Context: an optimization exercise on an open-source flow, tuned for small area. The choices shown serve that exercise and are no tape-out recipe. Where RTL was checked, it was by simulation tests only, not by an equivalence proof against the original. The RTL of run 4 was laid out without a check of its function. The clock cells of runs 2 to 7 come from the design's own scripts or RTL, not from TritonCTS. The flow treats the clock pin as an ideal source. Dropping or thinning the clock tree relies on that and would not hold on a real chip. Power figures rest on the tool's default switching activity, not on a simulated workload.

[flow/config.mk]
export PLATFORM = sky130hd
export DESIGN_NAME = top
export DESIGN_NICKNAME = top
export VERILOG_FILES = /design/flow/design.v
export SDC_FILE = /design/flow/constraint.sdc
export NUM_CORES = 4
export LEC_CHECK = 0
export CAP_MARGIN = 20
export CORE_MARGIN = 2
export CORE_UTILIZATION = 85
export PLACE_DENSITY = 0.9
export SLEW_MARGIN = 20
[flow/constraint.sdc]
create_clock -name core_clock -period 10.0 [get_ports {clk}]
set_input_delay 2.0000 -clock core_clock [delete_from_list [all_inputs] [get_ports {clk}]]
set_output_delay 2.0000 -clock core_clock [all_outputs]
set_load 0.01 [all_outputs]
[flow/design.v]
module clockDiv (
    input  logic clk,
    input  logic rst,
    output logic tick
);
    localparam logic [14:0] S0   = 15'd3873;
    localparam logic [14:0] SR   = 15'd3872;
    localparam logic [14:0] ST   = 15'd18554;
    localparam logic [14:0] MASK = 15'd30716;
    localparam logic [14:0] P    = 15'b010101010101010;
    logic [14:0] v;    
    logic [14:0] s;    
    logic [14:0] s_next;
    assign s    = v ^ P;
    assign tick = ((s ^ ST) & MASK) == 15'd0;
    always_comb begin
        if (rst)       s_next = S0;
        else if (tick) s_next = SR;
        else           s_next = {s[13:0], ~(s[14] ^ s[13])};
    end
    always_ff @(posedge clk) v <= s_next ^ P;
endmodule
module btn_debouncer (
    input  logic clk,
    input  logic rst,
    input  logic tick,
    input  logic btn,
    output logic pulse
);
    logic a, b;
    assign pulse = a & b;
    always_ff @(posedge clk) begin
        if (rst) begin
            a <= 1'b0;
            b <= 1'b0;
        end else if (tick) begin
            a <= a ? btn : b;
            b <= ~a & (b | btn);
        end
    end
endmodule
module uart_tx (
    input  logic       clk,
    input  logic       rst,
    input  logic       tick,
    input  logic [7:0] data,
    input  logic       push_btn,
    input  logic       send_btn,
    output logic       tx,
    output logic [7:0] TXREG
);
    localparam logic [3:0] IDLE = 4'b0000, S0 = 4'b0001, START = 4'b0011, STOP = 4'b0010;
    logic [3:0] c, c_next;
    logic [7:0] q1, q2, q3, q4;
    logic [7:0] h;
    logic       idle, push, load;
    logic [7:0] pe, he, le, ke;
    assign idle  = (c == IDLE);
    assign push  = tick & idle & push_btn;
    assign load  = tick & idle & send_btn;
    assign TXREG = q4;
    assign tx = c[3] ? h[c[2:0]] : (c != START);
    always_comb begin
        c_next = c;
        if (tick) begin
            case (c)
                IDLE:    c_next = send_btn ? S0 : IDLE;
                S0:      c_next = START;
                START:   c_next = 4'b1000;
                STOP:    c_next = IDLE;
                4'b1111: c_next = STOP;
                4'b1000: c_next = 4'b1001; 4'b1001: c_next = 4'b1010; 4'b1010: c_next = 4'b1011;
                4'b1011: c_next = 4'b1100; 4'b1100: c_next = 4'b1101; 4'b1101: c_next = 4'b1110;
                4'b1110: c_next = 4'b1111; default: c_next = IDLE;
            endcase
        end
        if (rst) c_next = IDLE;
    end
    always_ff @(posedge clk) c <= c_next;
    assign pe = {8{push & ~rst}};
    assign he = {8{~push & ~rst}};
    always_ff @(posedge clk) begin
        q4 <= (pe & data) | (he & q4);
        q3 <= (pe & q4)   | (he & q3);
        q2 <= (pe & q3)   | (he & q2);
        q1 <= (pe & q2)   | (he & q1);
    end
    assign le = {8{load}};
    assign ke = {8{~load}};
    always_ff @(posedge clk) h <= (le & q1) | (ke & h);
endmodule
module uart_rx (
    input  logic       clk,
    input  logic       rst,
    input  logic       tick,
    input  logic       rxd,
    output logic [7:0] RXBUF
);
    logic       r;
    logic [2:0] m;
    logic [7:0] we, he;
    logic       g;
    assign g = tick & r & ~rst;
    always_comb begin
        for (int i = 0; i < 8; i++) we[i] = g & (m == i);
        we[7] = tick & ~rst & (~r | (m == 3'd7));    
        he = ~we & {8{~rst}};
    end
    always_ff @(posedge clk) begin
        if (rst) begin
            r <= 1'b0;
            m <= 3'd0;
        end else if (tick) begin
            if (!r) begin
                if (!rxd) r <= 1'b1;
            end else begin
                case (m)
                    3'd0: m <= 3'd1; 3'd1: m <= 3'd2; 3'd2: m <= 3'd3; 3'd3: m <= 3'd4;
                    3'd4: m <= 3'd5; 3'd5: m <= 3'd6; 3'd6: m <= 3'd7; default: m <= 3'd0;
                endcase
                if (m == 3'd7) r <= 1'b0;
            end
        end
    end
    always_ff @(posedge clk) begin
        RXBUF[6:0] <= (we[6:0] & {7{rxd}}) | (he[6:0] & RXBUF[6:0]);
        RXBUF[7]   <= (we[7] & r & rxd) | (he[7] & RXBUF[7]);
    end
endmodule
module top (
    input  logic       clk,
    input  logic       rst,
    input  logic [7:0] data,
    input  logic       BTNC,
    input  logic       BTND,
    input  logic       received,
    output logic       transmitted,
    output logic [7:0] RXBUF,
    output logic [7:0] TXREG
);
    logic tick, push, send;
    clockDiv      div (.clk(clk), .rst(rst), .tick(tick));
    btn_debouncer dbd (.clk(clk), .rst(rst), .tick(tick), .btn(BTND), .pulse(push));
    btn_debouncer dbc (.clk(clk), .rst(rst), .tick(tick), .btn(BTNC), .pulse(send));
    uart_tx transmitter (
        .clk(clk), .rst(rst), .tick(tick), .data(data),
        .push_btn(push), .send_btn(send), .tx(transmitted), .TXREG(TXREG)
    );
    uart_rx receiver (
        .clk(clk), .rst(rst), .tick(tick), .rxd(received), .RXBUF(RXBUF)
    );
endmodule
[flow/flow/run.sh]
#!/bin/bash
# Layout flow: ORFS via the standard.sh, with
#  - synthesis as standard.sh's (synth_recipe.tcl + ORFS synth.tcl) except
#    that ABC maps with an area-oriented script (flow/area.abc);
#  - ports buffered with buf_1;
#  - a one-level clock distribution instead of TritonCTS's H-tree
#    (flow/pre_cts.tcl, flow/manual_cts.tcl).
# Each step's output goes to its own log in this folder.
set -euo pipefail
export BUFFER_PORTS_ARGS="-buffer_cell sky130_fd_sc_hd__buf_1"
export PRE_CTS_TCL="$PWD/flow/pre_cts.tcl"
export CLKBUF_CELL=sky130_fd_sc_hd__clkbuf_8
export CLKBUF_N=4
export AREA_ABC_SCRIPT="$PWD/flow/area.abc"

# synthesis script: synth_recipe.tcl with its "source .../synth.tcl" line
# replaced by the patched ORFS synthesis
sed "s#^source \$::env(SCRIPTS_DIR)/synth.tcl\$#source $PWD/flow/synth_patch.tcl#" synth_recipe.tcl > my_synth.tcl
grep -q "synth_patch.tcl" my_synth.tcl
# the same make call as standard.sh, with our synthesis script, up to synth
sed -e "s#SYNTH_SCRIPT=[^ ]*#SYNTH_SCRIPT=$PWD/my_synth.tcl#" \
    -e 's#"${@:-finish}"#synth#' \
    -e '/^if \[\[/,$d' standard.sh > my_synth.sh
bash my_synth.sh > synth.log 2>&1
# the rest of the standard flow (synthesis results are up to date)
bash standard.sh > standard.log 2>&1
[flow/flow/area.abc]
&get -n
&st
&dch -f
&nf -a -R 1000
&put
[flow/flow/manual_cts.tcl]
proc mcts_split { items k } {
  # items: list of {iterm x y}; returns a list of k clusters
  if { $k <= 1 } { return [list $items] }
  set xs {}; set ys {}
  foreach it $items { lappend xs [lindex $it 1]; lappend ys [lindex $it 2] }
  set xs [lsort -integer $xs]; set ys [lsort -integer $ys]
  set dx [expr { [lindex $xs end] - [lindex $xs 0] }]
  set dy [expr { [lindex $ys end] - [lindex $ys 0] }]
  set idx [expr { $dx >= $dy ? 1 : 2 }]
  set sorted [lsort -integer -index $idx $items]
  set k1 [expr { $k / 2 }]
  set n1 [expr { ([llength $items] * $k1 + $k / 2) / $k }]
  return [concat [mcts_split [lrange $sorted 0 [expr { $n1 - 1 }]] $k1] \
                 [mcts_split [lrange $sorted $n1 end] [expr { $k - $k1 }]]]
}

proc manual_clock_buffer { bufcell nbuf } {
  set block [ord::get_db_block]
  set master [[ord::get_db] findMaster $bufcell]
  set clknet [$block findNet clk]
  set items {}
  foreach it [$clknet getITerms] {
    set box [[$it getInst] getBBox]
    lappend items [list $it [expr { ([$box xMin] + [$box xMax]) / 2 }] \
                            [expr { ([$box yMin] + [$box yMax]) / 2 }]]
  }
  set k 0
  foreach cluster [mcts_split $items $nbuf] {
    set net [odb::dbNet_create $block "clknet_$k"]
    $net setSigType CLOCK
    set inst [odb::dbInst_create $block $master "clkbuf_root_$k"]
    set sx 0; set sy 0
    foreach item $cluster {
      set it [lindex $item 0]
      $it disconnect
      $it connect $net
      incr sx [lindex $item 1]; incr sy [lindex $item 2]
    }
    set c [llength $cluster]
    $inst setLocation [expr { $sx / $c - [$master getWidth] / 2 }] \
                      [expr { $sy / $c - [$master getHeight] / 2 }]
    $inst setPlacementStatus PLACED
    [$inst findITerm A] connect $clknet
    [$inst findITerm X] connect $net
    incr k
  }
}
[flow/flow/pre_cts.tcl]
# Sourced by ORFS's cts.tcl before its clock_tree_synthesis call
# (PRE_CTS_TCL). Replaces that call with a one-level clock distribution:
# the clock port drives CLKBUF_N buffers of type CLKBUF_CELL, each driving
# one cluster of flip-flops.
source [file join [file dirname [info script]] manual_cts.tcl]
rename clock_tree_synthesis orfs_clock_tree_synthesis
proc clock_tree_synthesis { args } {
  manual_clock_buffer $::env(CLKBUF_CELL) $::env(CLKBUF_N)
  set_propagated_clock [all_clocks]
}
[flow/flow/synth_patch.tcl]
# Runs ORFS's synth.tcl with one change: the final ABC technology mapping
# uses flow/area.abc (area-oriented &nf) instead of ORFS's abc_speed.script.
# Everything before and after ABC (and so every register) is as in the
# standard synthesis.
proc area_abc_args { a } {
  set i [lsearch -exact $a -script]
  if { $i >= 0 } { lset a [expr { $i + 1 }] $::env(AREA_ABC_SCRIPT) }
  return $a
}
set f [open $::env(SCRIPTS_DIR)/synth.tcl]
set orfs_synth [read $f]
close $f
set n [regsub -all {log_cmd abc \{\*\}\$abc_args} $orfs_synth {log_cmd abc {*}[area_abc_args $abc_args]} orfs_synth]
if { $n != 1 } { error "synth_patch.tcl: ABC call not found in synth.tcl" }
eval $orfs_synth
[flow/standard.sh]
#!/bin/bash
# synth_recipe.tcl (not shown) runs the flow's synth.tcl, then flattens the netlist and writes it again
# the make line also repeats each setting of config.mk as NAME=value (left out here)
make -C /OpenROAD-flow-scripts/flow DESIGN_CONFIG=/design/flow/config.mk WORK_HOME=/design/flow/orfs CLKGATE_MAP_FILE= SYNTH_SCRIPT=/design/flow/synth_recipe.tcl "${@:-finish}"
==> out/results.md, run 1 <==
* Synth Instances: 212
* Area contributors post-synth: dfxtp_1 54%, a22o_1 12%, edfxtp_1 9.7%
* total number of yosys warnings: 4
* portion of the post-synthesis area used by sequential elements: 0.637
* I/O Pins: 30
* cell area after synthesis: 2480 um^2
* count of input and output buffers: 29
* error message: [ERROR GPL-0301] Utilization 102.774 % exceeds 100%.
* count of distinct cell types in the synthesized netlist: 33
* cell type with the highest aggregate area in the netlist: dfxtp_1
* starting utilization of the core area: 0.900
* outcome: stopped before the end
* last step reached: global placement
* Rows: 19
* commonest register cell after synthesis: dfxtp_1
* post-synthesis register bit count: 75
* async set or reset register ratio after synthesis: 0
* synthesized netlist net count: 226
* die height: 58.0 um
* area share of the leading cell type in the synthesized netlist: 0.540
* overall die width: 58.0 um
* number of synthesized flops with an enable pin: 8
* mean area per synthesized cell: 11.7 um^2
## cell families after synthesis
logic type                 synth area share
AOI/OAI and AO/OA                     0.206
adders and majority gates           0.00504
buffers and inverters               0.00454
DFF                                   0.637
muxes                                0.0262
and+or+nand+nor                       0.121
## Yosys cell counts (all sizes together), types with 2 or more instances
library cell,number
mux2i,2
nor4b,2
nor4,2
o21ai,2
o211ai,5
nor2,19
a22o,34
or3b,2
dfxtp,67
a31oi,2
edfxtp,8
o31ai,5
mux4,2
a21oi,12
or2,2
nor3,7
and3,2
nand2,18
a211oi,2
nand3b,2
clkinv,3
==> run 2: changes to the inputs <==
==> flow/flow/run.sh (replaced) <==
#!/bin/bash
# Layout flow: ORFS via the standard.sh, with
#  - synthesis as standard.sh's (synth_recipe.tcl + ORFS synth.tcl) except
#    for ABC's technology mapping: it is run with each area-oriented script
#    flow/abc_*.script and the one giving the smallest cell area is kept
#    (everything before ABC, so every register, is the standard synthesis's);
#  - ports buffered with buf_1;
#  - a one-level clock distribution instead of TritonCTS's H-tree
#    (flow/pre_cts.tcl, flow/manual_cts.tcl).
# Each step's output goes to its own log in this folder.
set -euo pipefail
export BUFFER_PORTS_ARGS="-buffer_cell sky130_fd_sc_hd__buf_1"
export PRE_CTS_TCL="$PWD/flow/pre_cts.tcl"
export CLKBUF_CELL=sky130_fd_sc_hd__clkbuf_8
export CLKBUF_N=4

# synthesis script: synth_recipe.tcl with its "source .../synth.tcl" line
# replaced by the patched ORFS synthesis
sed "s#^source \$::env(SCRIPTS_DIR)/synth.tcl\$#source $PWD/flow/synth_patch.tcl#" synth_recipe.tcl > my_synth.tcl
grep -q "synth_patch.tcl" my_synth.tcl
# the make call of standard.sh, with our synthesis script, up to synth
WH=$(sed -n 's#.* WORK_HOME=\([^ ]*\) .*#\1#p' standard.sh)
[[ -n "$WH" ]]
sed -e "s#SYNTH_SCRIPT=[^ ]*#SYNTH_SCRIPT=$PWD/my_synth.tcl#" \
    -e 's#"${@:-finish}"#synth#' \
    -e '/^if \[\[/,$d' standard.sh > my_synth.sh

# try each ABC script in a scratch ORFS work folder
best=""; best_area=""
for s in flow/abc_*.script; do
  name=$(basename "$s" .script)
  sed "s#WORK_HOME=[^ ]*#WORK_HOME=$PWD/try_$name#" my_synth.sh > try_$name.sh
  if AREA_ABC_SCRIPT="$PWD/$s" bash try_$name.sh > synth_$name.log 2>&1; then
    area=$(sed -n "s/.*Chip area for module '\\\\top': \([0-9.]*\).*/\1/p" try_$name/reports/*/*/*/synth_stat.txt | head -1)
    echo "$name $area" >> synth_tries.txt
    if [[ -n "$area" ]] && { [[ -z "$best" ]] || awk "BEGIN{exit !($area < $best_area)}"; }; then
      best=$s; best_area=$area
    fi
  fi
done
[[ -n "$best" ]]
echo "chosen $best $best_area" >> synth_tries.txt
rm -rf try_*
AREA_ABC_SCRIPT="$PWD/$best" bash my_synth.sh > synth.log 2>&1
# the rest of the standard flow (synthesis results are up to date)
bash standard.sh > standard.log 2>&1
==> flow/flow/abc_a2.script (new file) <==
&get -n
&st
&dch -f
&nf -a -R 1000
&put
==> flow/flow/abc_a6.script (new file) <==
&get -n
&st
&dc2
&dch -f
&nf -a -R 1000
&put
==> flow/flow/abc_a7.script (new file) <==
&get -n
&st
&dch -f
&nf -a -R 1000
&st
&dch -f
&nf -a -R 1000
&put
==> flow/flow/abc_b2.script (new file) <==
&get -n
&st
&syn2
&st
&dch -f
&nf -a -R 1000
&put
==> flow/flow/abc_b3.script (new file) <==
&get -n
&st
&dch -f
&nf -a -R 1000
&st
&syn2
&dch -f
&nf -a -R 1000
&put
==> flow/flow/abc_b5.script (new file) <==
&get -n
&st
&dc2
&dc2
&dch -f
&nf -a -R 1000
&put
--- a/flow/config.mk
+++ b/flow/config.mk
@@ -8,5 +8,5 @@
 export CAP_MARGIN = 20
 export CORE_MARGIN = 2
-export CORE_UTILIZATION = 85
-export PLACE_DENSITY = 0.9
+export CORE_UTILIZATION = 70
+export PLACE_DENSITY = 0.8
 export SLEW_MARGIN = 20
removed: flow/flow/area.abc
==> out/results.md, run 2 <==
* required time worst endpoint: 10050 ps
* worst vdd rail ir drop: 0.167 mV
* count of distinct cell types in the synthesized netlist: 26
* most used cells in the layout excluding fill and tap cells: 67 x dfxtp_1, 33 x a22o_1, 29 x buf_1, 24 x nand2_1, 22 x nor2_1
* setup TNS: 0 ps
* die height: 63.3 um
* combined global-route utilization of all metal layers: 0.213
* worst slew pin tran: 1040 ps
* minimum period implied by the final worst setup slack: 4070 ps
* pin count of the biggest net entering global routing: 33
* overall die width: 63.3 um
* Clk Latency, worst-skew pair: 160 ps
* top cells by instance count after synthesis: 67 x dfxtp_1, 33 x a22o_1, 24 x nand2_1
* hold-fix buffer count after cts: 0
* period utilization: 0.407
* worst clock skew on the final layout: 6.13 ps
* f_max: 246 MHz
* ant diodes: 0
* Lkg Pwr: 0.989 nW
* post-detailed-route via-to-cell ratio: 5.85
* outcome: finished clean
* Rows: 21
* net count of the finished layout: 274
* total number of yosys warnings: 4
* crit path launch type: primary input
* number of nets with antenna violations after routing: 0
* library cell with the highest instance count after synthesis: dfxtp_1
* fill cell instance count of the final layout: 238
* number of violations reported at the end of detailed-routing iteration 0: 221
* maximum net fanout on the critical path: 32
* sum of overflow across all layers after global routing: 0
* RSZ-0062 raised after global routing: false
* power consumption: 422 uW
* final estimated routing congestion in global placement: 0.861
* Initial DRT Pass Iterations: 4
* type of destination of the critical path: flip-flop
* share of layout cells above drive strength 1: 0.0233
* commonest register cell after synthesis: dfxtp_1
* synthesized netlist net count: 238
* core outline area: 3360 um^2
* starting utilization of the core area: 0.731
* clock slew at reported path FFs: 100 ps
* count of final max-slew check failures: 0
* number of max-capacitance violations reported: 0
* post-synthesis register bit count: 75
* cell type with the highest aggregate area in the netlist: dfxtp_1
* arrival time of the worst setup path: 4120 ps
* Hold Vio Cnt, Final: 0
* final setup violating endpoints: 0
* area added between synthesis and finish: 9.51%
* I/O Pins: 30
* non-filler cells in the finished layout: 304
* cells resized by post-CTS repair: 0
* mean routed wirelength per cell: 13.9 um
* DRC: 0
* final WL: 4210 um
* count of input and output buffers: 29
* half-perimeter wire length after detailed placement: 2800 um
* Max-Slew Margin vs Limit: 0.309
* number of global-route vias before repair: 1652
* async set or reset register ratio after synthesis: 0
* mean area per synthesized cell: 11.0 um^2
* global-route wire length before repair: 7170 um
* most common cell after layout, fill and taps aside: dfxtp_1
* pwr dens: 157 nW/um^2
* type of the setup path with the least slack: in -> reg
* number of synthesized flops with an enable pin: 8
* cell area after synthesis: 2460 um^2
* portion of the post-synthesis area used by sequential elements: 0.643
* die outline area: 4000 um^2
* number of antenna violations at the first check in global routing: 0
* path category of the worst min-delay check: reg -> reg
* number of buffers inserted by post-CTS setup repair: 0
* Placed Cells incl. Taps: 300
* Area contributors post-synth: dfxtp_1 55%, a22o_1 12%, edfxtp_1 9.8%
* vias post-DR: 1777
* area share of the leading cell type in the synthesized netlist: 0.545
* Synth Instances: 224
run 2: metrics by stage:
| stage | worst slack [ps] | utilization | hold WS (ps) | area, um^2 |
|---|---|---|---|---|
| 6_report | 5930 | 0.801 | 382 | 2690 |
| 5_1_grt | 5770 | 0.801 | 390 | 2690 |
| 4_1_cts | 5930 | 0.801 | 383 | 2690 |
| 3_5_place_dp | 5760 | 0.785 | 357 | 2640 |
| 3_3_place_gp | 5820 | 0.785 | 355 | 2640 |
| 2_1_floorplan | 5960 | - | 343 | 2460 |
run 2: cell type report:
class	instances	area, um^2	share of cell area
tap	46	57.6	0.0214
inverter	3	11.3	0.00418
buffer	4	55.1	0.0204
multi-input combinational	146	872	0.324
sequential	75	1580	0.587
timing repair buffer	30	116	0.0432
run 2: final timing paths:
path | endpoint | cells after the start | slack, ps | startpoint
setup / recovery | transmitter.q3[0]$_DFF_P_ | 4 | 5930 | rst
hold / removal | div.v[1]$_DFF_P_ | 1 | 380 | div.v[0]$_SDFF_PP1_
setup reg to reg | transmitter.q3[0]$_DFF_P_ | 6 | 7480 | div.v[13]$_DFF_P_
hold reg to reg | div.v[1]$_DFF_P_ | 1 | 380 | div.v[0]$_SDFF_PP1_
run 2: critical path: stages:
cell      delay, ps
buf_1           600
clkinv_1        510
o21a_1          590
a22o_1          410
run 2: metal layers:
metal,up-vias,part of all wire,GRT usage
li1,899,-,-
met1,831,0.45,0.282
met2,40,0.49,0.382
met3,7,0.038,0.0232
met4,0,0.018,0.0380
met5,-,0,0
run 2: kinds of logic after synthesis:
logic type,share of synthesized area
AOI/OAI and AO/OA,0.192
adders and majority gates,0.00509
DFF,0.643
xor gates and xnor gates,0.00356
and+or+nand+nor,0.152
buffers and inverters,0.00458
run 2: power breakdown:
| group | switching [mW] | internal [mW] | leakage (nW) |
|---|---|---|---|
| clock network | 0.0684 | 0.0372 | 0.0288 |
| logic | 0.00669 | 0.00239 | 0.324 |
| registers | 0.00155 | 0.306 | 0.636 |
==> run 3: changes to the inputs <==
--- a/flow/design.v
+++ b/flow/design.v
@@ -55,5 +55,5 @@
     logic [7:0] h;
     logic       idle, push, load;
-    logic [7:0] pe, he, le, ke;
+    logic [7:0] pe, he;
     assign idle  = (c == IDLE);
     assign push  = tick & idle & push_btn;
@@ -86,7 +86,5 @@
         q1 <= (pe & q2)   | (he & q1);
     end
-    assign le = {8{load}};
-    assign ke = {8{~load}};
-    always_ff @(posedge clk) h <= (le & q1) | (ke & h);
+    always_ff @(posedge clk) if (load) h <= q1;
 endmodule
 module uart_rx (
==> flow/flow/run.sh (replaced) <==
#!/bin/bash
# Layout flow: ORFS via the standard.sh, with
#  - synthesis as standard.sh's (synth_recipe.tcl + ORFS synth.tcl) except
#    for ABC's technology mapping: it is run with ORFS's own script and with
#    each area-oriented script flow/abc_*.script, and the netlist with the
#    smallest cell area is kept. Everything before ABC, so every register,
#    is the standard synthesis's; a netlist whose registers (names and cell
#    types) differ from the standard synthesis's is never chosen;
#  - ports buffered with buf_1;
#  - a one-level clock distribution instead of TritonCTS's H-tree
#    (flow/pre_cts.tcl, flow/manual_cts.tcl).
# Each step's output goes to its own log in this folder.
set -euo pipefail
export BUFFER_PORTS_ARGS="-buffer_cell sky130_fd_sc_hd__buf_1"
export PRE_CTS_TCL="$PWD/flow/pre_cts.tcl"
export CLKBUF_CELL=sky130_fd_sc_hd__clkbuf_8
export CLKBUF_N=4

# synthesis script: synth_recipe.tcl with its "source .../synth.tcl" line
# replaced by the patched ORFS synthesis
sed "s#^source \$::env(SCRIPTS_DIR)/synth.tcl\$#source $PWD/flow/synth_patch.tcl#" synth_recipe.tcl > my_synth.tcl
grep -q "synth_patch.tcl" my_synth.tcl
# the make call of standard.sh, up to synth
sed -e 's#"${@:-finish}"#synth#' -e '/^if \[\[/,$d' standard.sh > std_synth.sh
sed -e "s#SYNTH_SCRIPT=[^ ]*#SYNTH_SCRIPT=$PWD/my_synth.tcl#" std_synth.sh > my_synth.sh

regs() {  # registers of a netlist: cell type and instance name
  grep -oE '^ *sky130_fd_sc_hd__[a-z0-9_]*df[a-z0-9_]* +[^ ]+' "$1" | sed 's/^ *//' | sort
}
area() {
  sed -n "s/.*Chip area for module '\\\\top': \([0-9.]*\).*/\1/p" "$1"/reports/*/*/*/synth_stat.txt | head -1
}

# the standard synthesis, for reference
sed "s#WORK_HOME=[^ ]*#WORK_HOME=$PWD/try_std#" std_synth.sh > try_std.sh
bash try_std.sh > synth_std.log 2>&1
regs try_std/results/*/*/*/1_2_yosys.v > regs_std.txt
best=std; best_area=$(area try_std)
echo "std $best_area" > synth_tries.txt

# each ABC script in a scratch ORFS work folder
for s in flow/abc_*.script; do
  name=$(basename "$s" .script)
  sed "s#WORK_HOME=[^ ]*#WORK_HOME=$PWD/try_$name#" my_synth.sh > try_$name.sh
  if AREA_ABC_SCRIPT="$PWD/$s" bash try_$name.sh > synth_$name.log 2>&1; then
    a=$(area try_$name)
    same=no
    if regs try_$name/results/*/*/*/1_2_yosys.v | cmp -s - regs_std.txt; then same=yes; fi
    echo "$name $a registers_match=$same" >> synth_tries.txt
    if [[ $same == yes && -n "$a" ]] && awk "BEGIN{exit !($a < $best_area)}"; then
      best=$name; best_area=$a
    fi
  fi
done
echo "chosen $best $best_area" >> synth_tries.txt
rm -rf try_*

if [[ $best == std ]]; then
  bash std_synth.sh > synth.log 2>&1
else
  AREA_ABC_SCRIPT="$PWD/flow/$best.script" bash my_synth.sh > synth.log 2>&1
fi
# the rest of the standard flow (synthesis results are up to date)
bash standard.sh > standard.log 2>&1
==> out/results.md, run 3 <==
* outcome: finished clean
* final setup violating endpoints: 0
* area share of the leading cell type in the synthesized netlist: 0.545
* mean routed wirelength per cell: 13.8 um
* number of antenna violations at the first check in global routing: 0
* maximum net fanout on the critical path: 32
* pin count of the biggest net entering global routing: 33
* hold-fix buffer count after cts: 0
* placement-stage worst setup slack: 5780 ps
* ordered cell list for the critical path: buf_1, clkinv_1, o21a_1, a22o_1
* final estimated routing congestion in global placement: 0.835
* cell type with the highest aggregate area in the netlist: dfxtp_1
* share of layout cells above drive strength 1: 0.0313
* worst path setup slack after routing: 5960 ps
* Rows: 21
* Area contributors post-synth: dfxtp_1 54%, a22o_1 12%, edfxtp_1 9.8%
* post-detailed-route via-to-cell ratio: 5.89
* library cell with the highest instance count after synthesis: dfxtp_1
* largest register by flop count: div.v
* DRC: 0
* pwr dens: 156 nW/um^2
* count of final max-slew check failures: 0
* area added between synthesis and finish: 10.1%
* I/O Pins: 30
* cell area after synthesis: 2460 um^2
* async set or reset register ratio after synthesis: 0
* number of nets with antenna violations after routing: 0
* global-route wire length before repair: 7350 um
* portion of the post-synthesis area used by sequential elements: 0.643
* count of distinct cell types in the synthesized netlist: 28
* number of buffer and inverter instances along the worst setup path: 2
* number of violations reported at the end of detailed-routing iteration 0: 140
* type of the setup path with the least slack: in -> reg
* synthesized netlist net count: 235
* commonest register cell after synthesis: dfxtp_1
* power consumption: 423 uW
* Initial DRT Pass Iterations: 4
* final WL: 4170 um
* required time worst endpoint: 10050 ps
* Max stage delay cell, worst path: buf_1
* core outline area: 3360 um^2
* cell-internal power: 346 uW
* mean area per synthesized cell: 11.1 um^2
* ant diodes: 0
* worst slew pin tran: 1050 ps
* combinational share of power: 0.021
* Max-Slew Margin vs Limit: 0.300
* die outline area: 4010 um^2
* worst clock skew on the final layout: 8.41 ps
* Synth Instances: 221
* most common cell after layout, fill and taps aside: dfxtp_1
* Clk Latency, worst-skew pair: 160 ps
* minimum period implied by the final worst setup slack: 4040 ps
* number of max-capacitance violations reported: 0
* arrival time of the worst setup path: 4090 ps
* Worst Hold End: div.v[10]$_SDFF_PP1_
* most used cells in the layout excluding fill and tap cells: 67 x dfxtp_1, 34 x a22o_1, 29 x buf_1, 22 x a21oi_1
* Hold Vio Cnt, Final: 0
* portion of total power attributed to the clock network: 0.251
* total number of yosys warnings: 4
* type of destination of the critical path: flip-flop
* period utilization: 0.404
* starting utilization of the core area: 0.732
* combined global-route utilization of all metal layers: 0.217
* switching portion of total power: 0.182
* setup TNS: 0 ps
* net count of the finished layout: 272
* largest incremental delay on the critical path: 600 ps
* smallest hold slack: 391 ps
* sequential cell fraction of total power: 0.728
* number of buffers inserted by post-CTS setup repair: 0
* launch instance of the worst min-delay path: div.v[9]$_DFF_P_
* Hold Path Depth: 1
* Sw Pwr: 77.1 uW
* RSZ-0062 raised after global routing: false
* Lkg Pwr: 0.987 nW
* path category of the worst min-delay check: reg -> reg
* clock slew at reported path FFs: 110 ps
* source of the worst register-to-register timing path: div.v[4]$_SDFF_PP0_
* endpoint of the most critical register-to-register path: transmitter.q1[0]$_DFF_P_
* Worst R2R Setup Slack: 7560 ps
* sum of overflow across all layers after global routing: 0
* Post-Route Utilization: 0.805
* number of flip-flops under the largest register name: 15
* half-perimeter wire length after detailed placement: 2890 um
* worst vdd rail ir drop: 0.138 mV
* top cells by instance count after synthesis: 67 x dfxtp_1, 34 x a22o_1, 22 x a21oi_1
* family with the most delay on the worst path: buffers and inverters
* crit path launch type: primary input
* vias post-DR: 1779
* overall die width: 63.3 um
* post-synthesis register bit count: 75
* cells resized by post-CTS repair: 0
* number of global-route vias before repair: 1681
* f_max: 248 MHz
* number of cells traversed by the worst register-to-register path: 8
* count of input and output buffers: 29
* die height: 63.3 um
* number of synthesized flops with an enable pin: 8
[run 3: power groups by stage]
stage          Combinational, mW  Clock [mW]  Sequential [mW]
2_1_floorplan            0.00433           0            0.314
3_3_place_gp             0.00859           0            0.315
3_5_place_dp             0.00896           0            0.315
4_1_cts                  0.00906       0.106            0.308
5_1_grt                   0.0104       0.116            0.308
6_report                 0.00899       0.106            0.308
[run 3: cell type report]
class | count | area, um^2
fill | 240 | 654
tap | 46 | 57.6
inverter | 4 | 15.0
buffer | 4 | 55.1
sequential | 75 | 1580
multi-input combinational | 142 | 876
timing repair buffer | 31 | 124
[run 3: cells by family after synthesis]
group | synth area share
flip-flops | 0.643
multiplexers | 0.00407
AO/OA/AOI/OAI | 0.194
adder cells (fa/ha/maj) | 0.00508
AND/OR/NAND/NOR | 0.148
buffers and inverters | 0.00610
[run 3: worst max-delay path by stage]
stage | from | end | slack [ps] | depth (start not counted)
2_1_floorplan | div.v[4]$_SDFF_PP0_ | transmitter.q1[0]$_DFF_P_ | 5790 | 7
3_3_place_gp | rst | transmitter.q4[2]$_DFF_P_ | 5820 | 4
3_5_place_dp | rst | transmitter.q2[5]$_DFF_P_ | 5780 | 4
4_1_cts | rst | transmitter.q1[0]$_DFF_P_ | 5970 | 4
5_1_grt | rst | transmitter.q1[0]$_DFF_P_ | 5730 | 4
6_report | rst | transmitter.q1[0]$_DFF_P_ | 5960 | 4
[run 3: through the flow]
| step | instance area [um^2] | std cells |
|---|---|---|
| 3_3_place_gp | 2650 | 298 |
| 4_1_cts | 2710 | 302 |
| 2_1_floorplan | 2460 | 221 |
| 3_5_place_dp | 2650 | 298 |
| 6_report | 2710 | 302 |
| 5_1_grt | 2710 | 302 |
[run 3: routing by layer]
metal	wire, um	part of all wire	GRT usage
met2	2090	0.50	0.410
met4	43	0.010	0.0272
met3	161	0.039	0.0179
met5	0	0	0
met1	1880	0.45	0.280
==> run 4: changes to the inputs <==
--- a/flow/design.v
+++ b/flow/design.v
@@ -50,32 +50,28 @@
     output logic [7:0] TXREG
 );
-    localparam logic [3:0] IDLE = 4'b0000, S0 = 4'b0001, START = 4'b0011, STOP = 4'b0010;
-    logic [3:0] c, c_next;
+    localparam logic [3:0] IDLE = 4'b0000, S0 = 4'b0111;
+    logic [3:0] c;
     logic [7:0] q1, q2, q3, q4;
     logic [7:0] h;
-    logic       idle, push, load;
+    logic [7:0] hp;    
+    logic       idle, m, push, load;
     logic [7:0] pe, he;
     assign idle  = (c == IDLE);
+    assign m     = (c[2:0] == 3'b110);
     assign push  = tick & idle & push_btn;
     assign load  = tick & idle & send_btn;
     assign TXREG = q4;
-    assign tx = c[3] ? h[c[2:0]] : (c != START);
-    always_comb begin
-        c_next = c;
-        if (tick) begin
-            case (c)
-                IDLE:    c_next = send_btn ? S0 : IDLE;
-                S0:      c_next = START;
-                START:   c_next = 4'b1000;
-                STOP:    c_next = IDLE;
-                4'b1111: c_next = STOP;
-                4'b1000: c_next = 4'b1001; 4'b1001: c_next = 4'b1010; 4'b1010: c_next = 4'b1011;
-                4'b1011: c_next = 4'b1100; 4'b1100: c_next = 4'b1101; 4'b1101: c_next = 4'b1110;
-                4'b1110: c_next = 4'b1111; default: c_next = IDLE;
-            endcase
+    assign hp = {h[6], h[7], h[4], h[0], h[5], h[3], h[2], h[1]};
+    assign tx = c[3] ? hp[c[2:0]] : ~m;
+    always_ff @(posedge clk) begin
+        if (rst) c <= IDLE;
+        else if (tick) begin
+            if (idle) begin
+                if (send_btn) c <= S0;
+            end else begin
+                c <= {c[3] ^ m, c[1:0], c[2] ^ (c[1] | ~c[0])};
+            end
         end
-        if (rst) c_next = IDLE;
     end
-    always_ff @(posedge clk) c <= c_next;
     assign pe = {8{push & ~rst}};
     assign he = {8{~push & ~rst}};
==> out/results.md, run 4 <==
* async set or reset register ratio after synthesis: 0
* Synth Instances: 217
* most common cell after layout, fill and taps aside: dfxtp_1
* mean area per synthesized cell: 11.4 um^2
* ant diodes: 0
* type of destination of the critical path: output pin
* top cells by instance count after synthesis: 67 x dfxtp_1, 32 x a22o_1, 26 x nor2_1
* Max-Slew Margin vs Limit: 0.538
* Initial DRT Pass Iterations: 4
* Rows: 21
* Hold Path Depth: 1
* cell area after synthesis: 2470 um^2
* area share of the leading cell type in the synthesized netlist: 0.544
* multi-input logic area: 900 um^2
* largest register by flop count: div.v
* synthesized netlist net count: 231
* largest incremental delay on the critical path: 550 ps
* number of buffers inserted by post-CTS setup repair: 0
* number of global-route vias before repair: 1658
* ordered cell list for the critical path: mux4_2, nand2_1, a31oi_1, buf_1
* count of input and output buffers: 29
* pin count of the biggest net entering global routing: 33
* Lkg Pwr: 0.983 nW
* worst clock skew on the final layout: 6.72 ps
* number of buffer and inverter instances along the worst setup path: 1
* maximum net fanout on the critical path: 8
* period utilization: 0.352
* sum of overflow across all layers after global routing: 0
* final WL: 4150 um
* final estimated routing congestion in global placement: 0.751
* sequential cell fraction of total power: 0.731
* number of cells traversed by the worst register-to-register path: 10
* minimum period implied by the final worst setup slack: 3520 ps
* power consumption: 421 uW
* post-detailed-route via-to-cell ratio: 5.88
* count of final max-slew check failures: 0
* path category of the worst min-delay check: reg -> reg
* cells resized by post-CTS repair: 0
* number of antenna violations at the first check in global routing: 0
* number of nets with antenna violations after routing: 0
* share of layout cells above drive strength 1: 0.0512
* overall die width: 63.4 um
* family with the most delay on the worst path: multiplexers
* area added between synthesis and finish: 11.0%
* combinational share of power: 0.022
* I/O Pins: 30
* cell type with the highest aggregate area in the netlist: dfxtp_1
* required time worst endpoint: 8000 ps
* core outline area: 3360 um^2
* Clk Latency, worst-skew pair: 160 ps
* placed instance area: 2680 um^2
* die outline area: 4010 um^2
* Area contributors post-synth: dfxtp_1 54%, a22o_1 11%, edfxtp_1 9.7%
* count of distinct cell types in the synthesized netlist: 27
* RSZ-0062 raised after global routing: false
* Sw Pwr: 74.4 uW
* logic depth of the worst path, buffers included: 4
* portion of total power attributed to the clock network: 0.246
* commonest register cell after synthesis: dfxtp_1
* DRC: 0
* number of flip-flops under the largest register name: 15
* cell-internal power: 347 uW
* global-route wire length before repair: 7290 um
* total number of yosys warnings: 4
* pwr dens: 154 nW/um^2
* outcome: finished clean
* number of violations reported at the end of detailed-routing iteration 0: 130
* f_max: 284 MHz
* most used cells in the layout excluding fill and tap cells: 67 x dfxtp_1, 32 x a22o_1, 29 x buf_1, 26 x nor2_1, 19 x nand2_1
* placement-stage worst setup slack: 6670 ps
* arrival time of the worst setup path: 1520 ps
* worst vdd rail ir drop: 0.121 mV
* setup TNS: 0 ps
* mean routed wirelength per cell: 13.8 um
* library cell with the highest instance count after synthesis: dfxtp_1
* switching portion of total power: 0.177
* hold-fix buffer count after cts: 0
* crit path launch type: flip-flop
* portion of the post-synthesis area used by sequential elements: 0.641
* final setup violating endpoints: 0
* combined global-route utilization of all metal layers: 0.217
* clock slew at reported path FFs: 100 ps
* Post-Route Utilization: 0.814
* worst slew pin tran: 687 ps
* post-synthesis register bit count: 75
* worst path setup slack after routing: 6480 ps
* type of the setup path with the least slack: reg -> out
* vias post-DR: 1765
* number of max-capacitance violations reported: 0
* starting utilization of the core area: 0.733
* net count of the finished layout: 270
* half-perimeter wire length after detailed placement: 3010 um
* total non-filler cell area in the finished layout: 2740 um^2
* number of synthesized flops with an enable pin: 8
* Max stage delay cell, worst path: mux4_2
* die height: 63.4 um
* fill cell instance count of the final layout: 224
* Hold Vio Cnt, Final: 0
* Seq. cell area: 1580 um^2
==> run 4: cell count changes in the layout (fill, tap and decap cells not counted), moves of 3 or more <==
cell and change:
nand3b_1 +5, nor2_1 +6, nand3_1 -4, nor3b_1 -4, o21ai_0 +5, nor3_1 +4, nand2b_1 +7, a21oi_1 -15
clkinv_1 -3
==> run 4: power by group through the flow <==
stage | clock (mW) | combinational (mW) | sequential, mW
after floorplan | 0 | 0.00413 | 0.314
after global placement | 0 | 0.00888 | 0.314
after detailed placement | 0 | 0.00944 | 0.315
after CTS | 0.106 | 0.00947 | 0.308
after global routing | 0.118 | 0.0107 | 0.308
final | 0.104 | 0.00947 | 0.308
==> run 4: layout make-up <==
cell class,instances,share of cell area
sequential,75,0.578
inverter,1,0.00137
tap,46,0.0210
buffer,4,0.0201
multi-input combinational,141,0.329
timing repair buffer,33,0.0508
==> run 4: stage by stage <==
stage	hold slack, ps	cells
floorplan	343	217
global placement	350	296
detailed placement	371	296
CTS	392	300
global route	399	300
finish	389	300
==> run 4: worst register-to-register path: cells and delay by family (launching register included) <==
| kind | cells | cell delay (ps) |
|---|---|---|
| AND/OR/NAND/NOR | 8 | 1220 |
| AO/OA/AOI/OAI | 1 | 140 |
| flip-flops | 1 | 360 |
| buffers and inverters | 1 | 260 |
==> run 4: path summary, 6_finish.rpt <==
check | start | to | slack, ps
worst max-delay path | transmitter.c[0]$_SDFFE_PP0P_ | transmitted | 6480
worst min-delay path | div.v[0]$_SDFF_PP1_ | div.v[1]$_DFF_P_ | 390
worst max register to register | div.v[4]$_SDFF_PP0_ | receiver.RXBUF[5]$_DFF_P_ | 7900
worst min register to register | div.v[0]$_SDFF_PP1_ | div.v[1]$_DFF_P_ | 390
==> run 4: kinds of logic (layout without fill, tap and decap cells) <==
| kind of cell | Yosys count | count (layout) | synth area share |
|---|---|---|---|
| xor gates and xnor gates | 2 | 2 | 0.00710 |
| muxes | 2 | 2 | 0.0183 |
| and+or+nand+nor | 85 | 85 | 0.168 |
| DFF | 75 | 75 | 0.641 |
| buffers and inverters | 1 | 38 | 0.00152 |
| AOI/OAI and AO/OA | 51 | 51 | 0.158 |
| adders and majority gates | 1 | 1 | 0.00507 |
==> run 4: layer usage <==
layer | vias to the layer above | GRT usage | share of wire
li1 | 877 | - | -
met1 | 825 | 0.290 | 0.42
met2 | 55 | 0.400 | 0.52
met3 | 8 | 0.0161 | 0.046
met4 | 0 | 0.0245 | 0.013
met5 | - | 0 | 0
==> run 5: changes to the inputs <==
--- a/flow/design.v
+++ b/flow/design.v
@@ -50,28 +50,32 @@
     output logic [7:0] TXREG
 );
-    localparam logic [3:0] IDLE = 4'b0000, S0 = 4'b0111;
-    logic [3:0] c;
+    localparam logic [3:0] IDLE = 4'b0000, S0 = 4'b0001, START = 4'b0011, STOP = 4'b0010;
+    logic [3:0] c, c_next;
     logic [7:0] q1, q2, q3, q4;
     logic [7:0] h;
-    logic [7:0] hp;    
-    logic       idle, m, push, load;
+    logic       idle, push, load;
     logic [7:0] pe, he;
     assign idle  = (c == IDLE);
-    assign m     = (c[2:0] == 3'b110);
     assign push  = tick & idle & push_btn;
     assign load  = tick & idle & send_btn;
     assign TXREG = q4;
-    assign hp = {h[6], h[7], h[4], h[0], h[5], h[3], h[2], h[1]};
-    assign tx = c[3] ? hp[c[2:0]] : ~m;
-    always_ff @(posedge clk) begin
-        if (rst) c <= IDLE;
-        else if (tick) begin
-            if (idle) begin
-                if (send_btn) c <= S0;
-            end else begin
-                c <= {c[3] ^ m, c[1:0], c[2] ^ (c[1] | ~c[0])};
-            end
+    assign tx = c[3] ? h[c[2:0]] : (c != START);
+    always_comb begin
+        c_next = c;
+        if (tick) begin
+            case (c)
+                IDLE:    c_next = send_btn ? S0 : IDLE;
+                S0:      c_next = START;
+                START:   c_next = 4'b1000;
+                STOP:    c_next = IDLE;
+                4'b1111: c_next = STOP;
+                4'b1000: c_next = 4'b1001; 4'b1001: c_next = 4'b1010; 4'b1010: c_next = 4'b1011;
+                4'b1011: c_next = 4'b1100; 4'b1100: c_next = 4'b1101; 4'b1101: c_next = 4'b1110;
+                4'b1110: c_next = 4'b1111; default: c_next = IDLE;
+            endcase
         end
+        if (rst) c_next = IDLE;
     end
+    always_ff @(posedge clk) c <= c_next;
     assign pe = {8{push & ~rst}};
     assign he = {8{~push & ~rst}};
--- a/flow/flow/run.sh
+++ b/flow/flow/run.sh
@@ -8,5 +8,6 @@
 #    types) differ from the standard synthesis's is never chosen;
 #  - ports buffered with buf_1;
-#  - a one-level clock distribution instead of TritonCTS's H-tree
+#  - a small two-level clock tree (one inverter driving four inverters, each
+#    driving a quarter of the flip-flops) instead of TritonCTS's H-tree
 #    (flow/pre_cts.tcl, flow/manual_cts.tcl).
 # Each step's output goes to its own log in this folder.
@@ -14,6 +15,7 @@
 export BUFFER_PORTS_ARGS="-buffer_cell sky130_fd_sc_hd__buf_1"
 export PRE_CTS_TCL="$PWD/flow/pre_cts.tcl"
-export CLKBUF_CELL=sky130_fd_sc_hd__clkbuf_8
-export CLKBUF_N=4
+export CLK_ROOT_CELL=sky130_fd_sc_hd__clkinv_4
+export CLK_LEAF_CELL=sky130_fd_sc_hd__clkinv_4
+export CLK_LEAF_N=4
 
 # synthesis script: synth_recipe.tcl with its "source .../synth.tcl" line
--- a/flow/flow/manual_cts.tcl
+++ b/flow/flow/manual_cts.tcl
@@ -15,7 +15,26 @@
 }
 
-proc manual_clock_buffer { bufcell nbuf } {
+proc mcts_pins { master } {
+  # input and output signal pin names of a one-input cell
+  set in ""; set out ""
+  foreach mt [$master getMTerms] {
+    if { [$mt getSigType] ne "SIGNAL" } { continue }
+    if { [$mt getIoType] eq "INPUT" } { set in [$mt getName] }
+    if { [$mt getIoType] eq "OUTPUT" } { set out [$mt getName] }
+  }
+  return [list $in $out]
+}
+
+proc mcts_place { inst master x y } {
+  $inst setLocation [expr { $x - [$master getWidth] / 2 }] \
+                    [expr { $y - [$master getHeight] / 2 }]
+  $inst setPlacementStatus PLACED
+}
+
+proc manual_clock_tree { root_cell leaf_cell nleaf } {
   set block [ord::get_db_block]
-  set master [[ord::get_db] findMaster $bufcell]
+  set db [ord::get_db]
+  set lmaster [$db findMaster $leaf_cell]
+  lassign [mcts_pins $lmaster] lin lout
   set clknet [$block findNet clk]
   set items {}
@@ -25,9 +44,20 @@
                             [expr { ([$box yMin] + [$box yMax]) / 2 }]]
   }
+  set srcnet $clknet
+  if { $root_cell ne "" } {
+    set rmaster [$db findMaster $root_cell]
+    lassign [mcts_pins $rmaster] rin rout
+    set srcnet [odb::dbNet_create $block "clknet_root"]
+    $srcnet setSigType CLOCK
+    set root [odb::dbInst_create $block $rmaster "clkroot_0"]
+    [$root findITerm $rin] connect $clknet
+    [$root findITerm $rout] connect $srcnet
+  }
   set k 0
-  foreach cluster [mcts_split $items $nbuf] {
+  set lx 0; set ly 0
+  foreach cluster [mcts_split $items $nleaf] {
     set net [odb::dbNet_create $block "clknet_$k"]
     $net setSigType CLOCK
-    set inst [odb::dbInst_create $block $master "clkbuf_root_$k"]
+    set inst [odb::dbInst_create $block $lmaster "clkleaf_$k"]
     set sx 0; set sy 0
     foreach item $cluster {
@@ -38,10 +68,12 @@
     }
     set c [llength $cluster]
-    $inst setLocation [expr { $sx / $c - [$master getWidth] / 2 }] \
-                      [expr { $sy / $c - [$master getHeight] / 2 }]
-    $inst setPlacementStatus PLACED
-    [$inst findITerm A] connect $clknet
-    [$inst findITerm X] connect $net
+    mcts_place $inst $lmaster [expr { $sx / $c }] [expr { $sy / $c }]
+    incr lx [expr { $sx / $c }]; incr ly [expr { $sy / $c }]
+    [$inst findITerm $lin] connect $srcnet
+    [$inst findITerm $lout] connect $net
     incr k
   }
+  if { $root_cell ne "" } {
+    mcts_place $root $rmaster [expr { $lx / $nleaf }] [expr { $ly / $nleaf }]
+  }
 }
==> flow/flow/pre_cts.tcl (replaced) <==
# Sourced by ORFS's cts.tcl before its clock_tree_synthesis call
# (PRE_CTS_TCL). Replaces that call with the small clock tree of
# manual_cts.tcl (cells from CLK_ROOT_CELL, CLK_LEAF_CELL, CLK_LEAF_N).
source [file join [file dirname [info script]] manual_cts.tcl]
rename clock_tree_synthesis orfs_clock_tree_synthesis
proc clock_tree_synthesis { args } {
  manual_clock_tree $::env(CLK_ROOT_CELL) $::env(CLK_LEAF_CELL) $::env(CLK_LEAF_N)
  set_propagated_clock [all_clocks]
}
--- a/flow/config.mk
+++ b/flow/config.mk
@@ -6,7 +6,7 @@
 export NUM_CORES = 4
 export LEC_CHECK = 0
-export CAP_MARGIN = 20
+export CAP_MARGIN = 0
 export CORE_MARGIN = 2
 export CORE_UTILIZATION = 70
 export PLACE_DENSITY = 0.8
-export SLEW_MARGIN = 20
+export SLEW_MARGIN = 0
==> out/results.md, run 5 <==
* outcome: finished clean
* die height: 63.3 um
* core outline area: 3360 um^2
* cell area after synthesis: 2460 um^2
* count of input and output buffers: 29
* setup TNS: 0 ps
* power consumption: 415 uW
* global-route wire length before repair: 7270 um
* routed length on met1: 1970 um
* type of destination of the critical path: flip-flop
* number of violations reported at the end of detailed-routing iteration 0: 99
* number of buffers inserted by post-CTS setup repair: 0
* required time worst endpoint: 10120 ps
* I/O Pins: 30
* post-detailed-route via-to-cell ratio: 5.78
* Synth Instances: 221
* worst path setup slack after routing: 6020 ps
* share of layout cells above drive strength 1: 0.0350
* pin count of the biggest net entering global routing: 33
* minimum period implied by the final worst setup slack: 3980 ps
* placement-stage worst setup slack: 5780 ps
* most used cells in the layout excluding fill and tap cells: 67 x dfxtp_1, 34 x a22o_1, 29 x buf_1, 22 x a21oi_1
* arrival time of the worst setup path: 4100 ps
* ant diodes: 0
* Hold Vio Cnt, Final: 0
* Max-Slew Margin vs Limit: 0.305
* Initial DRT Pass Iterations: 4
* worst slew pin tran: 1040 ps
* Area contributors post-synth: dfxtp_1 54%, a22o_1 12%, edfxtp_1 9.8%
* placed instance area: 2650 um^2
* number of global-route vias before repair: 1659
* synthesized netlist net count: 235
* area added between synthesis and finish: 9.61%
* highest routed metal layer: met4
* combined global-route utilization of all metal layers: 0.216
* pwr dens: 154 nW/um^2
* source of the worst register-to-register timing path: div.v[4]$_SDFF_PP0_
* post-synthesis register bit count: 75
* Worst R2R Setup Slack: 7570 ps
* starting utilization of the core area: 0.732
* mean area per synthesized cell: 11.1 um^2
* final setup violating endpoints: 0
* worst clock skew on the final layout: 8.32 ps
* number of cells traversed by the worst register-to-register path: 8
* endpoint of the most critical register-to-register path: transmitter.q1[1]$_DFF_P_
* final estimated routing congestion in global placement: 0.835
* cell type with the highest aggregate area in the netlist: dfxtp_1
* overall die width: 63.3 um
* worst vdd rail ir drop: 0.106 mV
* f_max: 251 MHz
* period utilization: 0.398
* die outline area: 4010 um^2
* async set or reset register ratio after synthesis: 0
* portion of the post-synthesis area used by sequential elements: 0.643
* Lkg Pwr: 0.979 nW
* crit path launch type: primary input
* number of synthesized flops with an enable pin: 8
* Rows: 21
* total number of yosys warnings: 4
* half-perimeter wire length after detailed placement: 2890 um
* cells resized by post-CTS repair: 0
* library cell with the highest instance count after synthesis: dfxtp_1
* sum of overflow across all layers after global routing: 0
* net count of the finished layout: 273
* vias post-DR: 1751
* count of distinct cell types in the synthesized netlist: 28
* non-filler cells in the finished layout: 303
* first element of the critical path: rst
* clock slew at reported path FFs: 110 ps
* most common cell after layout, fill and taps aside: dfxtp_1
* number of antenna violations at the first check in global routing: 0
* type of the setup path with the least slack: in -> reg
* count of final max-slew check failures: 0
* mean routed wirelength per cell: 13.7 um
* area share of the leading cell type in the synthesized netlist: 0.545
* top cells by instance count after synthesis: 67 x dfxtp_1, 34 x a22o_1, 22 x a21oi_1
* Routed met3 length: 138 um
* path category of the worst min-delay check: reg -> reg
* RSZ-0062 raised after global routing: false
* maximum net fanout on the critical path: 32
* number of flip-flops under the largest register name: 15
* hold-fix buffer count after cts: 0
* commonest register cell after synthesis: dfxtp_1
* number of max-capacitance violations reported: 0
* total non-filler cell area in the finished layout: 2700 um^2
* final WL: 4160 um
* DRC: 0
* number of nets with antenna violations after routing: 0
* largest register by flop count: div.v
* Clk Latency, worst-skew pair: 220 ps
* Placed Cells incl. Taps: 298
* capturing element of the worst setup path: transmitter.q1[1]$_DFF_P_
* routed wl met2: 1990 um
[run 5: cell types whose count changed in the layout (fill, tap and decap cells not counted), sizes merged, moves of 4 or more]
cell	previous run	this run
a21oi	7	22
clkbuf	4	0
clkinv	1	9
nand2b	7	0
nand3	1	5
nand3b	5	0
nor2	26	20
nor3	14	10
nor3b	3	7
o21ai	6	1
[run 5: cell type report]
cell class                      instances  area, um^2
Timing Repair Buffer                   31         124
Tap cell                               46        57.6
Multi-Input combinational cell        142         876
Fill cell                             238         666
Inverter                                9        58.8
Sequential cell                        75        1580
[run 5: layer usage]
layer / vias up / global-route usage
li1: 897 / -
met1: 811 / 0.286
met2: 35 / 0.384
met3: 8 / 0.0250
met4: 0 / 0.0435
met5: - / 0
[run 5: cells by family after synthesis]
group | synth area share
compound gates | 0.194
flops | 0.643
fa+ha+maj | 0.00508
mux | 0.00407
simple gates | 0.148
buf+inv | 0.00610
[run 5: how the worst min path moves through the flow]
stage                             start                    to  slack (ps)  cells past startpoint
floorplan           div.v[0]$_SDFF_PP1_      div.v[1]$_DFF_P_         340                      1
global placement    div.v[0]$_SDFF_PP1_      div.v[1]$_DFF_P_         360                      1
detailed placement  div.v[0]$_SDFF_PP1_      div.v[1]$_DFF_P_         350                      1
CTS                 div.v[0]$_SDFF_PP1_      div.v[1]$_DFF_P_         390                      1
global route        div.v[0]$_SDFF_PP1_      div.v[1]$_DFF_P_         400                      1
finish                 div.v[9]$_DFF_P_  div.v[10]$_SDFF_PP1_         390                      1
[run 5: power breakdown]
part	internal [mW]	switching [mW]
clock network	0.0111	0.0872
logic	0.00243	0.00655
registers	0.306	0.00166
[run 5: metrics by stage]
stage          hold WS (ps)   util
6_report                392  0.802
5_1_grt                 401  0.802
4_1_cts                 387  0.802
3_5_place_dp            347  0.789
3_3_place_gp            362  0.789
2_1_floorplan           343      -
[run 5: worst max-delay path, stage by stage]
cell      delay, ps
buf_1           610
clkinv_1        490
o21a_1          580
a22o_1          400
==> run 6: changes to the inputs <==
--- a/flow/config.mk
+++ b/flow/config.mk
@@ -6,7 +6,7 @@
 export NUM_CORES = 4
 export LEC_CHECK = 0
-export CAP_MARGIN = 0
+export CAP_MARGIN = 20
 export CORE_MARGIN = 2
 export CORE_UTILIZATION = 70
 export PLACE_DENSITY = 0.8
-export SLEW_MARGIN = 0
+export SLEW_MARGIN = 20
==> out/results.md, run 6 <==
* Hold Vio Cnt, Final: 0
* type of the setup path with the least slack: in -> reg
* multi-input logic area: 876 um^2
* most common cell after layout, fill and taps aside: dfxtp_1
* setup TNS: 0 ps
* type of destination of the critical path: flip-flop
* starting utilization of the core area: 0.732
* minimum period implied by the final worst setup slack: 3980 ps
* combinational family with the most area after synthesis: compound AO/OA/AOI/OAI gates
* endpoint of the most critical register-to-register path: transmitter.q1[1]$_DFF_P_
* Initial DRT Pass Iterations: 4
* count of distinct cell types in the synthesized netlist: 28
* Worst R2R Setup Slack: 7570 ps
* M2 GR Usage: 0.384
* mean area per synthesized cell: 11.1 um^2
* sequential cell fraction of total power: 0.742
* Seq. cell area: 1580 um^2
* cell-internal power: 320 uW
* hold-fix buffer count after cts: 0
* met1 routing resource usage after global routing: 0.286
* Max-Slew Margin vs Limit: 0.305
* worst clock skew on the final layout: 8.32 ps
* async set or reset register ratio after synthesis: 0
* synthesized netlist net count: 235
* mux contribution to synthesized area: 0.00407
* number of flip-flops under the largest register name: 15
* arrival time of the worst setup path: 4100 ps
* final estimated routing congestion in global placement: 0.835
* area added between synthesis and finish: 9.61%
* pwr dens: 154 nW/um^2
* final WL: 4160 um
* number of nets with antenna violations after routing: 0
* share of layout cells above drive strength 1: 0.0350
* DRC: 0
* RSZ-0062 raised after global routing: false
* core outline area: 3360 um^2
* capturing element of the worst setup path: transmitter.q1[1]$_DFF_P_
* count of input and output buffers: 29
* Lkg Pwr: 0.979 nW
* global-route wire length before repair: 7270 um
* largest register by flop count: div.v
* fraction of the mapped netlist area in simple logic gates: 0.148
* mean routed wirelength per cell: 13.7 um
* I/O Pins: 30
* top cells by instance count after synthesis: 67 x dfxtp_1, 34 x a22o_1, 22 x a21oi_1
* cell area after synthesis: 2460 um^2
* Rows: 21
* sum of overflow across all layers after global routing: 0
* combined global-route utilization of all metal layers: 0.216
* Area contributors post-synth: dfxtp_1 54%, a22o_1 12%, edfxtp_1 9.8%
* final setup violating endpoints: 0
* fill cell instance count of the final layout: 238
* worst vdd rail ir drop: 0.106 mV
* net count of the finished layout: 273
* ant diodes: 0
* die height: 63.3 um
* largest incremental delay on the critical path: 610 ps
* source of the worst register-to-register timing path: div.v[4]$_SDFF_PP0_
* synthesized-area fraction occupied by ao, oa, aoi and oai cells: 0.194
* most used cells in the layout excluding fill and tap cells: 67 x dfxtp_1, 34 x a22o_1, 29 x buf_1, 22 x a21oi_1
* Max stage delay cell, worst path: buf_1
* portion of the post-synthesis area used by sequential elements: 0.643
* vias post-DR: 1751
* count of final max-slew check failures: 0
* number of violations reported at the end of detailed-routing iteration 0: 99
* number of antenna violations at the first check in global routing: 0
* period utilization: 0.398
* area share of the leading cell type in the synthesized netlist: 0.545
* Sw Pwr: 95.4 uW
* cell type with the highest aggregate area in the netlist: dfxtp_1
* outcome: finished clean
* number of max-capacitance violations reported: 0
* portion of total power attributed to the clock network: 0.237
* ordered cell list for the critical path: buf_1, clkinv_1, o21a_1, a22o_1
* commonest register cell after synthesis: dfxtp_1
* switching portion of total power: 0.230
* number of cells traversed by the worst register-to-register path: 8
* combinational share of power: 0.022
* clock slew at reported path FFs: 110 ps
* highest-utilization routing layer at the global route stage: met2
* die outline area: 4010 um^2
* library cell with the highest instance count after synthesis: dfxtp_1
* cells resized by post-CTS repair: 0
* path category of the worst min-delay check: reg -> reg
* pin count of the biggest net entering global routing: 33
* post-detailed-route via-to-cell ratio: 5.78
* Synth Instances: 221
* maximum net fanout on the critical path: 32
* crit path launch type: primary input
* number of global-route vias before repair: 1659
* number of synthesized flops with an enable pin: 8
* f_max: 251 MHz
* smallest hold slack: 392 ps
* power consumption: 415 uW
* fraction of synthesized cell area in xor and xnor cells: 0
* total number of yosys warnings: 4
* post-synthesis register bit count: 75
* GR Util met3: 0.0250
* first element of the critical path: rst
* required time worst endpoint: 10120 ps
* overall die width: 63.3 um
* worst slew pin tran: 1040 ps
* Clk Latency, worst-skew pair: 220 ps
* number of buffers inserted by post-CTS setup repair: 0
* arithmetic-cell share of the synthesized area counting full adders, half adders and majority gates: 0.00508
* half-perimeter wire length after detailed placement: 2890 um
[run 6: cell counts after synthesis]
Identical to the previous run, type by type.
[run 6: area by class of cell]
class                   instances  share of cell area
repair buffers                 31              0.0459
well taps                      46              0.0213
inverters                       9              0.0218
flip-flops and latches         75               0.586
multi-input cells             142               0.325
[run 6: power by group through the flow]
stage                     clock network (mW)  registers [mW]  logic, mW
final                                 0.0983           0.308    0.00897
after global routing                   0.109           0.309     0.0104
after CTS                             0.0993           0.308    0.00905
after detailed placement                   0           0.315    0.00896
after global placement                     0           0.315    0.00859
after floorplan                            0           0.314    0.00433
[run 6: worst min-delay path by stage]
stage	endpoint	startpoint	cells after the start
after global placement	div.v[1]$_DFF_P_	div.v[0]$_SDFF_PP1_	1
after CTS	div.v[1]$_DFF_P_	div.v[0]$_SDFF_PP1_	1
after detailed placement	div.v[1]$_DFF_P_	div.v[0]$_SDFF_PP1_	1
after global routing	div.v[1]$_DFF_P_	div.v[0]$_SDFF_PP1_	1
final	div.v[10]$_SDFF_PP1_	div.v[9]$_DFF_P_	1
after floorplan	div.v[1]$_DFF_P_	div.v[0]$_SDFF_PP1_	1
[run 6: logic make-up after synthesis]
group | after synthesis
and+or+nand+nor | 75
DFF | 75
AOI/OAI and AO/OA | 65
buffers and inverters | 4
muxes | 1
adders and majority gates | 1
[run 6: worst max-delay path, delay by kind of cell]
kind	cells	cell delay, ps
AO/OA/AOI/OAI	2	980
buffers and inverters	2	1100
[run 6: per-layer routing]
| layer | wire, um | vias up |
|---|---|---|
| met2 | 1990 | 35 |
| met3 | 138 | 8 |
| met5 | 0 | - |
| met4 | 62 | 0 |
| li1 | - | 897 |
| met1 | 1970 | 811 |
[run 6: through the flow]
step | std cells | setup slack (ps) | util | instance area, um^2
floorplan | 221 | 5790 | - | 2460
global placement | 298 | 5820 | 0.789 | 2650
detailed placement | 298 | 5780 | 0.789 | 2650
CTS | 303 | 6010 | 0.802 | 2700
global route | 303 | 5770 | 0.802 | 2700
finish | 303 | 6020 | 0.802 | 2700
==> run 7: changes to the inputs <==
--- a/flow/config.mk
+++ b/flow/config.mk
@@ -8,5 +8,5 @@
 export CAP_MARGIN = 20
 export CORE_MARGIN = 2
-export CORE_UTILIZATION = 70
-export PLACE_DENSITY = 0.8
+export CORE_UTILIZATION = 78
+export PLACE_DENSITY = 0.88
 export SLEW_MARGIN = 20
==> out/results.md, run 7 <==
* outcome: finished clean
* Initial DRT Pass Iterations: 4
* number of nets with antenna violations after routing: 0
* overall die width: 60.2 um
* source of the worst register-to-register timing path: div.v[4]$_SDFF_PP0_
* starting utilization of the core area: 0.813
* cell type with the highest aggregate area in the netlist: dfxtp_1
* Synth Instances: 221
* post-detailed-route via-to-cell ratio: 6.20
* worst path setup slack after routing: 5980 ps
* post-synthesis register bit count: 75
* number of flip-flops under the largest register name: 15
* Clk Latency, worst-skew pair: 220 ps
* Placed Cells incl. Taps: 296
* crit path launch type: primary input
* non-filler cells in the finished layout: 301
* most used cells in the layout excluding fill and tap cells: 67 x dfxtp_1, 34 x a22o_1, 29 x buf_1, 22 x a21oi_1
* pin count of the biggest net entering global routing: 33
* smallest hold slack: 394 ps
* portion of the post-synthesis area used by sequential elements: 0.643
* count of distinct cell types in the synthesized netlist: 28
* ordered cell list for the critical path: buf_1, clkinv_1, o21a_1, a22o_1
* final WL: 4820 um
* top cells by instance count after synthesis: 67 x dfxtp_1, 34 x a22o_1, 22 x a21oi_1
* largest register by flop count: div.v
* endpoint of the most critical register-to-register path: transmitter.q2[5]$_DFF_P_
* area share of the leading cell type in the synthesized netlist: 0.545
* minimum period implied by the final worst setup slack: 4020 ps
* mean area per synthesized cell: 11.1 um^2
* number of violations reported at the end of detailed-routing iteration 0: 214
* library cell with the highest instance count after synthesis: dfxtp_1
* Max-Slew Margin vs Limit: 0.323
* worst clock skew on the final layout: 5.32 ps
* net count of the finished layout: 273
* pwr dens: 155 nW/um^2
* Worst R2R Setup Slack: 7590 ps
* type of destination of the critical path: flip-flop
* Hold Vio Cnt, Final: 0
* maximum net fanout on the critical path: 32
* hold-fix buffer count after cts: 0
* arrival time of the worst setup path: 4140 ps
* worst slew pin tran: 1020 ps
* placed instance area: 2650 um^2
* worst vdd rail ir drop: 0.104 mV
* family with the most delay on the worst path: buffers and inverters
* highest routed metal layer: met4
* logic depth of the worst path, buffers included: 4
* most common cell after layout, fill and taps aside: dfxtp_1
* ant diodes: 0
* number of buffers inserted by post-CTS setup repair: 0
* Post-Route Utilization: 0.890
* RSZ-0062 raised after global routing: false
* half-perimeter wire length after detailed placement: 3500 um
* total number of yosys warnings: 4
* final setup violating endpoints: 0
* combined global-route utilization of all metal layers: 0.268
* setup TNS: 0 ps
* capturing element of the worst setup path: transmitter.q2[5]$_DFF_P_
* Routed met3 length: 209 um
* path category of the worst min-delay check: reg -> reg
* number of synthesized flops with an enable pin: 8
* vias post-DR: 1867
* synthesized netlist net count: 235
* final estimated routing congestion in global placement: 0.897
* power consumption: 416 uW
* routed wl met2: 2520 um
* area added between synthesis and finish: 9.51%
* period utilization: 0.402
* Max stage delay cell, worst path: buf_1
* die height: 60.2 um
* total non-filler cell area in the finished layout: 2700 um^2
* number of global-route vias before repair: 1718
* Area contributors post-synth: dfxtp_1 54%, a22o_1 12%, edfxtp_1 9.8%
* share of layout cells above drive strength 1: 0.0350
* die outline area: 3620 um^2
* number of antenna violations at the first check in global routing: 0
* type of the setup path with the least slack: in -> reg
* number of max-capacitance violations reported: 0
* Lkg Pwr: 0.979 nW
* first element of the critical path: rst
* placement-stage worst setup slack: 5760 ps
* number of buffer and inverter instances along the worst setup path: 2
* sum of overflow across all layers after global routing: 0
* number of cells traversed by the worst register-to-register path: 8
* async set or reset register ratio after synthesis: 0
* f_max: 249 MHz
* required time worst endpoint: 10120 ps
* clock slew at reported path FFs: 110 ps
* count of final max-slew check failures: 0
* cell area after synthesis: 2460 um^2
* core outline area: 3030 um^2
* routed length on met1: 2000 um
* mean routed wirelength per cell: 16.0 um
* DRC: 0
* commonest register cell after synthesis: dfxtp_1
* I/O Pins: 30
* global-route wire length before repair: 7600 um
* count of input and output buffers: 29
* largest incremental delay on the critical path: 620 ps
* Rows: 20
* cells resized by post-CTS repair: 0
## run 7: cell counts after synthesis
Identical to the previous run, type by type.
## run 7: metal layers
layer,vias to the layer above,GRT usage
met5,-,0
met4,0,0.0667
met3,16,0.0216
met2,65,0.481
met1,890,0.348
li1,896,-
## run 7: kinds of logic (layout without fill, tap and decap cells)
| logic type | Yosys count | count (layout) | share of synthesized area |
|---|---|---|---|
| compound gates | 65 | 65 | 0.194 |
| fa+ha+maj | 1 | 1 | 0.00508 |
| buf+inv | 4 | 40 | 0.00610 |
| flops | 75 | 75 | 0.643 |
| mux | 1 | 1 | 0.00407 |
| simple gates | 75 | 75 | 0.148 |
## run 7: area by class of cell
type                    instances  area (um^2)
repair buffers                 31          124
flip-flops and latches         75         1580
fillers                       143          333
inverters                       9         58.8
well taps                      44         55.1
multi-input cells             142          876
## run 7: power by group
group          total (mW)  internal (mW)  switching [mW]
clock network      0.0993         0.0112          0.0881
logic             0.00899        0.00243         0.00656
registers           0.308          0.306         0.00171
## run 7: how the worst min path moves through the flow
| stage | startpoint | slack (ps) | cells past startpoint | endpoint |
|---|---|---|---|---|
| final | div.v[6]$_SDFF_PP0_ | 390 | 1 | div.v[7]$_DFF_P_ |
| after detailed placement | div.v[6]$_SDFF_PP0_ | 370 | 1 | div.v[7]$_DFF_P_ |
| after global routing | div.v[6]$_SDFF_PP0_ | 410 | 1 | div.v[7]$_DFF_P_ |
| after global placement | div.v[0]$_SDFF_PP1_ | 350 | 1 | div.v[1]$_DFF_P_ |
| after CTS | div.v[6]$_SDFF_PP0_ | 390 | 1 | div.v[7]$_DFF_P_ |
| after floorplan | div.v[0]$_SDFF_PP1_ | 340 | 1 | div.v[1]$_DFF_P_ |
## run 7: worst reg2reg max path, cell delays in order, from the launching register on
cell and delay, ps:
dfxtp_1 370, nand2_1 60, nor3_1 130, nand4_1 140
nor4b_2 240, buf_4 260, nand2_1 140, o21a_1 550
a22o_1 410

[what the ideal ports hide]
How much do the figures lean on ideal ports? The routed layouts below were timed once more, with nothing changed but the port constraints.
Step 1: set_driving_cell puts a clkbuf_16 on clk and a buf_2 on each other input, an assumption about the parent block.
Step 2, shift: input delay + t, output delay - t, t = (earliest + latest rising clock arrival at the registers) / 2. This alone moves slack from input paths to output paths.
Slacks: ideal ports / drivers / drivers and shift; pairs: ideal ports / drivers.
| run | t, ns | slack for setup (ns) | clock arrival spread, ns |
|---|---|---|---|
| run 2 | 0.210 | 5.931 / 5.950 / 5.740 | 0.007 / 0.006 |
| run 3 | 0.210 | 5.963 / 5.986 / 5.776 | 0.009 / 0.009 |
| run 4 | 0.208 | 6.485 / 6.433 / 6.642 | 0.007 / 0.007 |
| run 5 | 0.253 | 6.019 / 6.022 / 5.769 | 0.009 / 0.008 |
| run 6 | 0.253 | 6.019 / 6.022 / 5.769 | 0.009 / 0.008 |
| run 7 | 0.252 | 5.977 / 5.984 / 5.732 | 0.005 / 0.005 |
After both steps setup and hold are still met in every run listed.
